Context: an optimization exercise on an open-source flow, tuned for small area and a short achievable clock period. The choices shown serve that exercise and are no tape-out recipe.
Where RTL was checked, it was by simulation tests only, not by an equivalence proof against the original.
Power is estimated from default activity; no workload was simulated.

Design MidSort3x3, start of the top module:
module MidSort3x3 #(
    parameter DATA_WIDTH = 8
)(clk,arstn,din00,din01,din02,din10,din11,din12,
    din20,din21,din22,din_valid,dout_data,dout_valid,out0,out1,out2,
    out3,out4,out5,out6,out7,out8);
input clk;
input arstn;
input din_valid;
input [DATA_WIDTH-1:0]din00;
input [DATA_WIDTH-1:0]din01;
input [DATA_WIDTH-1:0]din02;
input [DATA_WIDTH-1:0]din10;
input [DATA_WIDTH-1:0]din11;
input [DATA_WIDTH-1:0]din12;
input [DATA_WIDTH-1:0]din20;
input [DATA_WIDTH-1:0]din21;
input [DATA_WIDTH-1:0]din22;
output [DATA_WIDTH-1:0]dout_data;
output dout_valid;
output [DATA_WIDTH-1:0]out0;
output [DATA_WIDTH-1:0]out1;
output [DATA_WIDTH-1:0]out2;
output [DATA_WIDTH-1:0]out3;
output [DATA_WIDTH-1:0]out4;
output [DATA_WIDTH-1:0]out5;
output [DATA_WIDTH-1:0]out6;
output [DATA_WIDTH-1:0]out7;
output [DATA_WIDTH-1:0]out8;
localparam W = DATA_WIDTH;
function ge;
    input [W-1:0] a;
    input [W-1:0] b;
    integer n;
    reg c;
    begin
        c = 1'b1;
        for (n = 0; n < W; n = n + 1)
            c = (a[n] & ~b[n]) | ((a[n] | ~b[n]) & c);
        ge = c;
    end
endfunction
function [7:0] bsort;
    input [7:0] v;
    reg [7:0] t;
    reg h;
    begin
        t = v;
        begin h = t[0] | t[1]; t[1] = t[0] & t[1]; t[0] = h; end begin h = t[2] | t[3]; t[3] = t[2] & t[3]; t[2] = h; end begin h = t[4] | t[5]; t[5] = t[4] & t[5]; t[4] = h; end begin h = t[6] | t[7]; t[7] = t[6] & t[7]; t[6] = h; end
        begin h = t[0] | t[2]; t[2] = t[0] & t[2]; t[0] = h; end begin h = t[1] | t[3]; t[3] = t[1] & t[3]; t[1] = h; end begin h = t[4] | t[6]; t[6] = t[4] & t[6]; t[4] = h; end begin h = t[5] | t[7]; t[7] = t[5] & t[7]; t[5] = h; end
        begin h = t[1] | t[2]; t[2] = t[1] & t[2]; t[1] = h; end begin h = t[5] | t[6]; t[6] = t[5] & t[6]; t[5] = h; end
  ...
For scale: roughly 1800 cells after synthesis, about 180 flip-flops, roughly 160 I/O pins, roughly 14000 sq um of cells after synthesis.
==> flow/config.mk <==
export PLATFORM = sky130hd
export DESIGN_NAME = MidSort3x3
export DESIGN_NICKNAME = MidSort3x3
export VERILOG_FILES = /design/flow/design.v
export SDC_FILE = /design/flow/constraint.sdc
export NUM_CORES = 4
export LEC_CHECK = 0
export CAP_MARGIN = 20
export CORE_MARGIN = 2
export CORE_UTILIZATION = 40
export SETUP_SLACK_MARGIN = 1.2
export SLEW_MARGIN = 20
==> flow/constraint.sdc <==
create_clock -name core_clock -period 3.0 [get_ports {clk}]
set_input_delay 0.6000 -clock core_clock [delete_from_list [all_inputs] [get_ports {clk}]]
set_output_delay 0.6000 -clock core_clock [all_outputs]
set_load 0.01 [all_outputs]
standard.sh (not shown) runs the stock make flow with config.mk's settings and CLKGATE_MAP_FILE= SYNTH_SCRIPT=/design/flow/synth_recipe.tcl, a recipe that flattens the netlist after the stock synthesis.
==> flow/flow/run.sh <==
#!/bin/bash
# Standard layout, with each tool's output in its own log.
bash standard.sh > standard.log 2>&1
Next try:
==> flow/run.sh (new file) <==
#!/bin/bash
# synth_recipe.tcl (not shown) runs the flow's synth.tcl, then flattens the netlist and writes it again
# the make line also repeats each setting of config.mk as NAME=value (left out here)
make -C /OpenROAD-flow-scripts/flow DESIGN_CONFIG=/design/flow/config.mk WORK_HOME=/design/flow/orfs CLKGATE_MAP_FILE= SYNTH_SCRIPT=/design/flow/synth_recipe.tcl finish
removed: flow/flow/run.sh
removed: flow/standard.sh
What happened: Power is unchanged; combinational power is about the same; design area is unchanged; via count is unchanged; wire length is unchanged; register-to-register slack is about the same.
No run of this note included a check of the RTL's function; only the layout flow was run.


== exp/yarrow ==
The RTL this note starts from:
==> flow/design.v <==
module comparer2 #(
    parameter DATA_WIDTH = 8
)(clk,arstn,dinA,dinB,max,min);
input clk;
input arstn;
input [DATA_WIDTH-1:0]dinA;
input [DATA_WIDTH-1:0]dinB;
output [DATA_WIDTH-1:0]max;
output [DATA_WIDTH-1:0]min;
reg [DATA_WIDTH-1:0]max_reg;
reg [DATA_WIDTH-1:0]min_reg;
assign max = max_reg;
assign min = min_reg;
always@(posedge clk or negedge arstn)
    begin
        if(~arstn)
            begin
                max_reg <= 0;
                min_reg <= 0;
            end
        else
            begin
                if(dinA > dinB)
                    begin
                        max_reg <= dinA;
                        min_reg <= dinB;
                    end
                else
                    begin
                        max_reg <= dinB;
                        min_reg <= dinA;
                    end
            end
    end
endmodule
module comparer3 #(
    parameter DATA_WIDTH = 8
)(clk,arstn,dinA,dinB,dinC,max,mid,min);
input clk;
input arstn;
input [DATA_WIDTH-1:0]dinA;
input [DATA_WIDTH-1:0]dinB;
input [DATA_WIDTH-1:0]dinC;
output [DATA_WIDTH-1:0]max;
output [DATA_WIDTH-1:0]mid;
output [DATA_WIDTH-1:0]min;
reg [DATA_WIDTH-1:0]dinc_delay;
always@(posedge clk or negedge arstn)
    begin
        if(~arstn)
            dinc_delay <= 0;
        else
            dinc_delay <= dinC;
    end
wire [DATA_WIDTH-1:0]first_max;
wire [DATA_WIDTH-1:0]first_min;
reg [DATA_WIDTH-1:0]first_min_delay;
always@(posedge clk or negedge arstn)
    begin
        if(~arstn)
            first_min_delay <= 0;
        else
            first_min_delay <= first_min;
    end
comparer2 #(
    .DATA_WIDTH(DATA_WIDTH)
)Inst_compare2_first(
    .clk(clk),
    .arstn(arstn),
    .dinA(dinA),
    .dinB(dinB),
    .max(first_max),
    .min(first_min)
);
wire [DATA_WIDTH-1:0]second_max;
wire [DATA_WIDTH-1:0]second_min;
reg [DATA_WIDTH-1:0]max_reg;
always@(posedge clk or negedge arstn)
    begin
        if(~arstn)
            max_reg <= 0;
        else
            max_reg <= second_max;
    end
assign max = max_reg;
comparer2 #(
    .DATA_WIDTH(DATA_WIDTH)
)Inst_compare2_second(
    .clk(clk),
    .arstn(arstn),
    .dinA(dinc_delay),
    .dinB(first_max),
    .max(second_max),
    .min(second_min)
);
comparer2 #(
    .DATA_WIDTH(DATA_WIDTH)
)Inst_compare2_third(
    .clk(clk),
    .arstn(arstn),
    .dinA(second_min),
    .dinB(first_min_delay),
    .max(mid),
    .min(min)
);
endmodule
module MidSort3x3 #(
    parameter DATA_WIDTH = 8
)(clk,arstn,din00,din01,din02,din10,din11,din12,
    din20,din21,din22,din_valid,dout_data,dout_valid,out0,out1,out2,
    out3,out4,out5,out6,out7,out8);
input clk;
input arstn;
input din_valid;
input [DATA_WIDTH-1:0]din00;
input [DATA_WIDTH-1:0]din01;
input [DATA_WIDTH-1:0]din02;
input [DATA_WIDTH-1:0]din10;
input [DATA_WIDTH-1:0]din11;
input [DATA_WIDTH-1:0]din12;
input [DATA_WIDTH-1:0]din20;
input [DATA_WIDTH-1:0]din21;
input [DATA_WIDTH-1:0]din22;
output [DATA_WIDTH-1:0]dout_data;
output dout_valid;
output [DATA_WIDTH-1:0]out0;
output [DATA_WIDTH-1:0]out1;
output [DATA_WIDTH-1:0]out2;
output [DATA_WIDTH-1:0]out3;
output [DATA_WIDTH-1:0]out4;
output [DATA_WIDTH-1:0]out5;
output [DATA_WIDTH-1:0]out6;
output [DATA_WIDTH-1:0]out7;
output [DATA_WIDTH-1:0]out8;
localparam W = DATA_WIDTH;
function ge;
    input [W-1:0] a;
    input [W-1:0] b;
    reg [W-1:0] g, p;
    integer n, step;
    begin
        g = a & ~b;
        p = a | ~b;
        for (step = 1; step < W; step = step * 2)
            for (n = 0; n + step < W; n = n + 2 * step) begin
                g[n] = g[n + step] | (p[n + step] & g[n]);
                p[n] = p[n + step] & p[n];
            end
        ge = g[0] | p[0];
    end
endfunction
function [3*W-1:0] sort3;
    input [W-1:0] a;
    input [W-1:0] b;
    input [W-1:0] c;
    reg ab, ac, bc;
    reg [2:0] ra, rb, rc;   
    begin
        ab = ge(a, b);
        ac = ge(a, c);
        bc = ge(b, c);
        ra = {~ab & ~ac, ab ^ ac, ab & ac};
        rb = {ab & ~bc, ~(ab ^ bc), ~ab & bc};
        rc = {ac & bc, ac ^ bc, ~ac & ~bc};
        sort3 = {(a & {W{ra[0]}}) | (b & {W{rb[0]}}) | (c & {W{rc[0]}}),
                 (a & {W{ra[1]}}) | (b & {W{rb[1]}}) | (c & {W{rc[1]}}),
                 (a & {W{ra[2]}}) | (b & {W{rb[2]}}) | (c & {W{rc[2]}})};
    end
endfunction
wire [W-1:0] d [0:8];
assign d[0] = din00; assign d[1] = din01; assign d[2] = din02;
assign d[3] = din10; assign d[4] = din11; assign d[5] = din12;
assign d[6] = din20; assign d[7] = din21; assign d[8] = din22;
reg valid1, valid2, valid3;
always @(posedge clk or negedge arstn)
    if (~arstn) begin
        valid1 <= 1'b0;
        valid2 <= 1'b0;
        valid3 <= 1'b0;
    end else begin
        valid1 <= din_valid;
        valid2 <= valid1;
        valid3 <= valid2;
    end
assign dout_valid = valid3;
integer r, c, u, v, k;
reg [W-1:0] s1 [0:8];    
always @(posedge clk)
    for (r = 0; r < 3; r = r + 1)
        {s1[3*r], s1[3*r+1], s1[3*r+2]} <= ~sort3(d[3*r], d[3*r+1], d[3*r+2]);
reg [W-1:0] s2 [0:8];    
always @(posedge clk)
    for (c = 0; c < 3; c = c + 1)
        {s2[c], s2[3+c], s2[6+c]} <= sort3(~s1[c], ~s1[3+c], ~s1[6+c]);
reg [8:0] pos [0:8];     
reg [W-1:0] res [0:8];
always @(*) begin
    for (u = 0; u < 9; u = u + 1) begin
        pos[u] = 9'b1 << ((u/3 + 1) * (u%3 + 1) - 1);
        for (v = 0; v < 9; v = v + 1)
            if ((u/3 < v/3 && u%3 > v%3) || (u/3 > v/3 && u%3 < v%3))
                if (v < u ? ge(s2[v], s2[u]) : ~ge(s2[u], s2[v]))
                    pos[u] = {pos[u][7:0], 1'b0};
    end
    for (k = 0; k < 9; k = k + 1) begin
        res[k] = {W{1'b0}};
        for (u = 0; u < 9; u = u + 1)
            res[k] = res[k] | (s2[u] & {W{pos[u][k]}});
    end
end
reg [W-1:0] s3 [0:8];
always @(posedge clk)
    for (k = 0; k < 9; k = k + 1)
        s3[k] <= res[k];
assign out0 = s3[0];
assign out1 = s3[1];
assign out2 = s3[2];
assign out3 = s3[3];
assign out4 = s3[4];
assign out5 = s3[5];
assign out6 = s3[6];
assign out7 = s3[7];
assign out8 = s3[8];
assign dout_data = s3[4];
endmodule
Settings: LEC_CHECK=0, CAP_MARGIN=20, CORE_MARGIN=2, CORE_UTILIZATION=60, CTS_BUF_LIST=sky130_fd_sc_hd__clkbuf_8, GPL_TIMING_DRIVEN=1, SETUP_SLACK_MARGIN=0.7, SLEW_MARGIN=20; clock period 3.0 ns.
==> flow/flow/run.sh <==
#!/bin/bash
# Layout: the standard flow (standard.sh) with our own synthesis script
# (flow/my_synth.tcl: ABC maps with flow/abc_fast.script, a mapping for a
# 1.3 ns delay target with gate sizing, and no adder extraction) and buf_1 cells as the
# port buffers. Each ORFS step logs to orfs/logs/; make's output goes to
# standard.log.
set -euo pipefail
HERE=$(pwd)
export MY_NO_FA=1
export MY_ABC="log_cmd abc -script $HERE/flow/abc_fast.script {*}\$lib_args {*}\$lib_dont_use_args"
export BUFFER_PORTS_ARGS="-buffer_cell sky130_fd_sc_hd__buf_1"
bash standard.sh SYNTH_SCRIPT=$HERE/flow/my_synth.tcl finish > standard.log 2>&1
==> flow/flow/abc_fast.script <==
strash; dch -f; map -D 1300; topo; buffer -p; upsize -D 1300; dnsize -D 1300; stime -p
==> flow/flow/my_synth.tcl <==
# The standard synthesis (synth_recipe.tcl) with two changes to ORFS's synth.tcl:
# the combinational logic is mapped by the ABC command in MY_ABC (see run.sh)
# and, if MY_NO_FA is 1, no half/full adder cells are extracted.
# Registers, their names and cell types are as in the standard synthesis.
proc synth {args} { yosys synth -nofsm -noshare {*}$args }
set here [file dirname [file normalize [info script]]]
set f [open $::env(SCRIPTS_DIR)/synth.tcl r]; set src [read $f]; close $f
if {[info exists ::env(MY_NO_FA)] && $::env(MY_NO_FA)} {
  set src [string map {"extract_fa \{*\}\[dont_use_extract_fa_args\]" "# no extract_fa"} $src]
}
set src [string map [list {log_cmd abc {*}$abc_args} $::env(MY_ABC)] $src]
set f [open $here/synth_patched.tcl w]; puts $f $src; close $f
source $here/synth_patched.tcl
# left out here: clear keep_hierarchy, flatten, clean up, hide names made inside functions, write 1_2_yosys.v
Inputs modified between exp/yarrow and exp/raven:
Settings: swapping 0.7 for 0.6 in SETUP_SLACK_MARGIN.
==> comparison <==
Summary of exp/raven over exp/yarrow: portion of total power attributed to the clock network up 0.2 points, area occupied by registers dropped about 0.4%.
Summary — multi-input gate share of the layout cell area, exp/raven relative to exp/yarrow: lower, by 0.38 points.
Relative to exp/yarrow, final total power decreased by 2.4% in exp/raven.
Going from exp/yarrow to exp/raven, cell depth of the worst flop-to-flop path grows by 2.
On final critical delay including setup and external delays, exp/raven does worse than exp/yarrow.
Of exp/raven and exp/yarrow, the run reporting the higher worst setup slack was exp/yarrow.
Final non-filler cell total, exp/raven and exp/yarrow, lower one = exp/raven.
Changes observed in exp/raven relative to exp/yarrow: routed wire length saw a decrease; share of the clock period used by the worst path after layout climbed 3.2 points.
Setup changes, exp/raven to exp/quartz
Settings: GPL_TIMING_DRIVEN: 1 -> 0.
### Flow results
exp/quartz ran to completion and came out clean on the timing, DRC and antenna checks. The met1 layer wirelength in the final routing of exp/raven and that of exp/quartz are within noise of each other. Detail-routed via count per cell: exp/quartz vs exp/raven — no meaningful difference. Sequential share of layout area for exp/quartz: 0.32 points down relative to exp/raven. Taking exp/raven as the reference, in exp/quartz largest net degree at the start of global routing shows a reduction of 5; end-of-flow core utilization higher.

-- separate check: timing with driven ports --
No port has a modelled driver above. Below, the same layouts with a new extraction and two added sets of constraints.
Step 1 assumes that a clkbuf_16 drives the clock port and a buf_2 every other input.
Step 2 adds t to the input delays and takes it off the output delays; t is the mean of the earliest and latest rising clock arrival at the registers after step 1. Input paths then give back, and output paths get back, about the clock's delay inside the block.
a / b / c = ideal / step 1 / step 2; a / b = the first two.
run	t (ns)	setup slack, ns	worst setup path at the end	worst slew at a driven data input, ns
the first run of note 1	0.501	0.257 / 0.257 / 0.257	register to register	0.07
the second run of note 1	0.501	0.257 / 0.257 / 0.257	register to register	0.07
exp/yarrow	0.561	0.742 / 0.742 / 0.272	input to register	0.04
exp/raven	0.559	0.647 / 0.647 / 0.257	input to register	0.04
exp/quartz	0.555	0.609 / 0.609 / 0.153	input to register	0.03
After both steps setup and hold are still met in every run listed. For exp/yarrow, which loses most, drivers alone change the setup slack by 0.000 ns; drivers and shift together by -0.470 ns.
